Context: an optimization exercise on an open-source flow, tuned for small area. The choices shown serve that exercise and are no tape-out recipe. At most, simulation tests tie the RTL to the original design; equivalence was not proved. The flow treats the clock pin as an ideal source. Dropping or thinning the clock tree relies on that and would not hold on a real chip. Power figures rest on the tool's default switching activity, not on a simulated workload.

## top_level
module top_level
  (input wire clk, reset,
   input wire [7:0] d,
   output wire servo, pwm,
   output wire [7:0] leds
  );
Size in the first run: ~33 flip-flops, ~1300 um2 of cells after synthesis.
==> flow/config.mk <==
export PLATFORM = sky130hd
export DESIGN_NAME = top_level
export DESIGN_NICKNAME = top_level
export VERILOG_FILES = /design/flow/design.v
export SDC_FILE = /design/flow/constraint.sdc
export NUM_CORES = 4
export LEC_CHECK = 0
export CAP_MARGIN = 0
export CORE_MARGIN = 2
export CORE_UTILIZATION = 70
export SLEW_MARGIN = 0
==> flow/constraint.sdc <==
create_clock -name core_clock -period 20.0 [get_ports {clk}]
set_input_delay 4.0000 -clock core_clock [delete_from_list [all_inputs] [get_ports {clk}]]
set_output_delay 4.0000 -clock core_clock [all_outputs]
set_load 0.01 [all_outputs]
standard.sh (not shown) runs the stock make flow with config.mk's settings and CLKGATE_MAP_FILE= SYNTH_SCRIPT=/design/flow/synth_recipe.tcl, a recipe that flattens the netlist after the stock synthesis.
==> flow/flow/run.sh <==
#!/bin/bash
# The standard layout with smaller port buffers and a flatter clock tree.
set -euo pipefail
export BUFFER_PORTS_ARGS="-buffer_cell sky130_fd_sc_hd__buf_1"
export CTS_ARGS="-sink_clustering_enable -sink_clustering_size 40 -sink_clustering_max_diameter 200 -buf_list sky130_fd_sc_hd__clkbuf_8 -root_buf sky130_fd_sc_hd__clkbuf_8 -dont_use_dummy_load -repair_clock_nets"
bash standard.sh finish > standard_flow.log 2>&1
The baseline ran to the end with no violations.
==> next run, changes <==
==> flow/run.sh (new file) <==
#!/bin/bash
# synth_recipe.tcl (not shown) runs the flow's synth.tcl, then flattens the netlist and writes it again
# the make line also repeats each setting of config.mk as NAME=value (left out here)
make -C /OpenROAD-flow-scripts/flow DESIGN_CONFIG=/design/flow/config.mk WORK_HOME=/design/flow/orfs CLKGATE_MAP_FILE= SYNTH_SCRIPT=/design/flow/synth_recipe.tcl finish
- CTS_BUF_LIST: not set -> sky130_fd_sc_hd__clkbuf_8
- CTS_CLUSTER_DIAMETER: not set -> 100
- CTS_CLUSTER_SIZE: not set -> 40
removed: flow/flow/run.sh
removed: flow/standard.sh
- The new run finished with timing, DRC and antenna clean
- final area rises by 9.2%
- hold slack hardly moves
- core utilization rises by 7.8 points
- non-clock buffer count falls by 1
No run of this note included a check of the RTL's function; only the layout flow was run.


v6:
Another version of the RTL of top_level (not shown whole).
Size in the first run: about 97 cells after synthesis, about 33 flip-flops, ~1300 sq um of cells after synthesis.
Settings: LEC_CHECK=0, CAP_MARGIN=0, CORE_ASPECT_RATIO=0.4, CORE_MARGIN=2, CORE_UTILIZATION=70, SLEW_MARGIN=0; clock period 20.0 ns.
==> flow/flow/run.sh <==
#!/bin/bash
# The standard layout, with two changes:
#  - each port's buffer is a sky130_fd_sc_hd__buf_1 (buffer_ports -buffer_cell)
#  - the clock tree is a single clock buffer between the clock port and all
#    registers (flow/cts_hook.tcl, sourced by ORFS before its CTS command)
set -euo pipefail
export BUFFER_PORTS_ARGS="-buffer_cell sky130_fd_sc_hd__buf_1"
export PRE_CTS_TCL="$PWD/flow/cts_hook.tcl"
bash standard.sh finish > standard_flow.log 2>&1
==> flow/flow/cts_hook.tcl <==
# Sourced by ORFS's cts.tcl just before it runs clock_tree_synthesis: the
# design has few registers, so one clock buffer, placed at the centre of
# the registers it drives, replaces the H-tree.
rename clock_tree_synthesis _orfs_clock_tree_synthesis
proc clock_tree_synthesis { args } {
  set block [ord::get_db_block]
  set n 0; set sx 0; set sy 0
  foreach inst [$block getInsts] {
    if { [[$inst getMaster] isSequential] } {
      set bb [$inst getBBox]
      set sx [expr { $sx + ([$bb xMin] + [$bb xMax]) / 2 }]
      set sy [expr { $sy + ([$bb yMin] + [$bb yMax]) / 2 }]
      incr n
    }
  }
  set dbu [$block getDbUnitsPerMicron]
  set x [expr { double($sx) / $n / $dbu }]
  set y [expr { double($sy) / $n / $dbu }]
  puts "cts_hook: one sky130_fd_sc_hd__buf_12 for $n registers at ($x, $y)"
  insert_buffer -buffer_cell sky130_fd_sc_hd__buf_12 -net clk -location [list $x $y] -buffer_name clkbuf_root -net_name clk_root
  set_propagated_clock [all_clocks]
}
v6 did not run to completion, as it errored out during power grid generation.
Changes in v7 relative to v6:
diff --git a/flow/config.mk b/flow/config.mk
--- a/flow/config.mk
+++ b/flow/config.mk
@@ -7,5 +7,5 @@
 export LEC_CHECK = 0
 export CAP_MARGIN = 0
-export CORE_ASPECT_RATIO = 0.4
+export CORE_ASPECT_RATIO = 2.5
 export CORE_MARGIN = 2
 export CORE_UTILIZATION = 70
==> comparison <==
From v7 to v6, area after synthesis did not move at all.
Diff v7..v6 | mux contribution to synthesized area | unchanged
Reported for v7 and v6, portion of the post-synthesis area used by sequential elements turned out identical to the last digit.
On compound-gate portion of the synthesized area, v7 and v6 are neck and neck.
From v7 to v6, mean instance size in the synthesized netlist did not move at all.
Height of the die: v7 vs v6 up 130%
Between v7 and v6, the difference in count of different cell masters after synthesis is negligible.
As far as number of enable-type register cells in the synthesized netlist goes, v6 and v7 are indistinguishable; the numbers are identical.
Number of placement rows: v7 > v6
Starting utilization of the core area was higher in v6 than in v7.
v7 did not run to completion, as it errored out during power grid generation.
Summary: with v6 as the reference, horizontal extent of the die in v7 moved down by more than half.
Function was not checked in any run of this note: the RTL went through the layout flow alone.


== rev 12 ==
top_level with an RTL version that a note above also has.
Size: about 99 cells after synthesis, about 1300 µm² of cells after synthesis.
## top_level
module top_level
  (input wire clk, reset,
   input wire [7:0] d,
   output wire servo, pwm,
   output wire [7:0] leds
  );
==> flow/config.mk <==
export PLATFORM = sky130hd
export DESIGN_NAME = top_level
export DESIGN_NICKNAME = top_level
export VERILOG_FILES = /design/flow/design.v
export SDC_FILE = /design/flow/constraint.sdc
export NUM_CORES = 4
export LEC_CHECK = 0
export CAP_MARGIN = 0
export CORE_MARGIN = 2
export CORE_UTILIZATION = 70
export SLEW_MARGIN = 0
==> flow/constraint.sdc <==
create_clock -name core_clock -period 20.0 [get_ports {clk}]
set_input_delay 4.0000 -clock core_clock [delete_from_list [all_inputs] [get_ports {clk}]]
set_output_delay 4.0000 -clock core_clock [all_outputs]
set_load 0.01 [all_outputs]
==> flow/flow/run.sh <==
#!/bin/bash
# The standard layout with smaller port buffers and a flatter clock tree.
set -euo pipefail
export BUFFER_PORTS_ARGS="-buffer_cell sky130_fd_sc_hd__buf_1"
export CTS_ARGS="-sink_clustering_enable -sink_clustering_size 40 -sink_clustering_max_diameter 200 -buf_list sky130_fd_sc_hd__clkbuf_4 -root_buf sky130_fd_sc_hd__clkbuf_4 -dont_use_dummy_load -repair_clock_nets"
bash standard.sh finish > standard_flow.log 2>&1
> inputs changed (rev 12 -> rev 13)
- CTS_BUF_LIST newly set to sky130_fd_sc_hd__clkbuf_8
- CTS_CLUSTER_SIZE newly set to 40
- CTS_CLUSTER_DIAMETER newly set to 100
==> flow/flow/run.sh <==
#!/bin/bash
# The standard layout, with one-size-smaller port buffers: every input and
# output port still gets its own buffer, of cell sky130_fd_sc_hd__buf_1.
set -euo pipefail
export BUFFER_PORTS_ARGS="-buffer_cell sky130_fd_sc_hd__buf_1"
bash standard.sh finish > standard_flow.log 2>&1
## What came out
Rev 13 completed every stage of the flow, and the final layout passed the timing, design-rule and antenna checks. As far as post-cts sizing count goes, rev 13 and rev 12 are indistinguishable; the numbers are identical. Compare rev 12 and rev 13 | final standard cell area without fillers lower: rev 12. When the final numbers for rev 12 and rev 13 were put side by side, the area growth from synthesis to final layout turned out to be smaller in rev 12. Note that the first-pass GRT wire length recorded for rev 13 amounts to 1.07 times the value seen in rev 12.
No functional check of the RTL was part of any run of this note.


== raven ==
top_level, a different RTL version from the one above (not shown whole).
Size: about 92 cells after synthesis, about 33 flip-flops, ~20 I/O pins.
## top_level
module top_level
  (input wire clk, reset,
   input wire [7:0] d,
   output wire servo, pwm,
   output wire [7:0] leds
  );
export LEC_CHECK = 0
export CAP_MARGIN = 0
export CORE_MARGIN = 2
export CORE_UTILIZATION = 40
export PLACE_DENSITY = 0.7
export SLEW_MARGIN = 0
create_clock -name core_clock -period 20.0 [get_ports {clk}]
==> flow/flow/run.sh <==
#!/bin/bash
# The standard layout, with two changes:
#  - each port's buffer is a sky130_fd_sc_hd__buf_1 (buffer_ports -buffer_cell)
#  - the clock tree is a single clock buffer between the clock port and all
#    registers (flow/cts_hook.tcl, sourced by ORFS before its CTS command)
set -euo pipefail
export BUFFER_PORTS_ARGS="-buffer_cell sky130_fd_sc_hd__buf_1"
export PRE_CTS_TCL="$PWD/flow/cts_hook.tcl"
bash standard.sh finish > standard_flow.log 2>&1
==> flow/flow/cts_hook.tcl <==
# Sourced by ORFS's cts.tcl just before it runs clock_tree_synthesis: the
# design has few registers, so one buffer (buf_12), placed at the centre of
# the registers it drives, replaces the H-tree.
rename clock_tree_synthesis _orfs_clock_tree_synthesis
proc clock_tree_synthesis { args } {
  set block [ord::get_db_block]
  set n 0; set sx 0; set sy 0
  foreach inst [$block getInsts] {
    if { [[$inst getMaster] isSequential] } {
      set bb [$inst getBBox]
      set sx [expr { $sx + ([$bb xMin] + [$bb xMax]) / 2 }]
      set sy [expr { $sy + ([$bb yMin] + [$bb yMax]) / 2 }]
      incr n
    }
  }
  set dbu [$block getDbUnitsPerMicron]
  set x [expr { double($sx) / $n / $dbu }]
  set y [expr { double($sy) / $n / $dbu }]
  puts "cts_hook: one buf_12 for $n registers at ($x, $y)"
  insert_buffer -buffer_cell sky130_fd_sc_hd__buf_12 -net clk -location [list $x $y] -buffer_name clkbuf_root -net_name clk_root
  set_propagated_clock [all_clocks]
}
No stage failed in raven, and the final checks on the layout all came back clean.
Setup changes, raven to ember
# raven
export LEC_CHECK = 0
export CAP_MARGIN = 0
export CORE_MARGIN = 2
export CORE_UTILIZATION = 40
export PLACE_DENSITY = 0.7
export SLEW_MARGIN = 0
create_clock -name core_clock -period 20.0 [get_ports {clk}]
# ember
export LEC_CHECK = 0
export CAP_MARGIN = 0
export CORE_MARGIN = 2
export CORE_UTILIZATION = 40
export PLACE_DENSITY = 0.9
export SLEW_MARGIN = 0
create_clock -name core_clock -period 20.0 [get_ports {clk}]
Findings:
- Between ember and raven, it is ember whose violation count after the first detailed-route iteration is higher, by 14.
- Design area went down slightly going from raven to ember.
- NOTE: clock network fraction of design power in ember falls short of that of raven
- ember: worst hold slack is 0.0061 ns lower than what raven reported.
- [compare] base=raven new=ember: clock power fell by about 2%; proportion of power drawn by combinational gates did not really move.
- raven has higher final core area utilization than ember.
- In terms of required time of the critical path, raven and ember differ only marginally.
- Wire length of the first global-routing pass (lower): ember
- Proportion of power drawn by flip-flops and latches was lower in raven than in ember.
In every run of this note, the design's own scripts or RTL, not TritonCTS, make the clock network.

port drivers added, routing unchanged:
The flow's constraints put no driver on any port. The routed layouts listed below were extracted and timed again, unchanged, in two steps.
Step 1 assumes that a clkbuf_16 drives the clock port and a buf_2 every other input.
Step 2, shift: input delay + t, output delay - t, t = (earliest + latest rising clock arrival at the registers) / 2. This alone moves slack from input paths to output paths.
Slacks: ideal / step 1 / step 2; pairs: ideal / step 1.
| run | t (ns) | setup slack, ns | cell pins on the clock port's net |
|---|---|---|---|
| the first run of note 1 | 0.301 | 14.334 / 14.310 / 14.611 | 1 |
| the second run of note 1 | 0.294 | 13.976 / 13.954 / 14.248 | 1 |
| rev 12 | 0.351 | 14.276 / 14.256 / 14.607 | 1 |
| rev 13 | 0.305 | 14.327 / 14.299 / 14.604 | 1 |
| raven | 0.173 | 14.960 / 14.932 / 15.082 | 1 |
| ember | 0.170 | 14.974 / 14.946 / 15.062 | 1 |
After both steps every run listed still meets setup and hold.
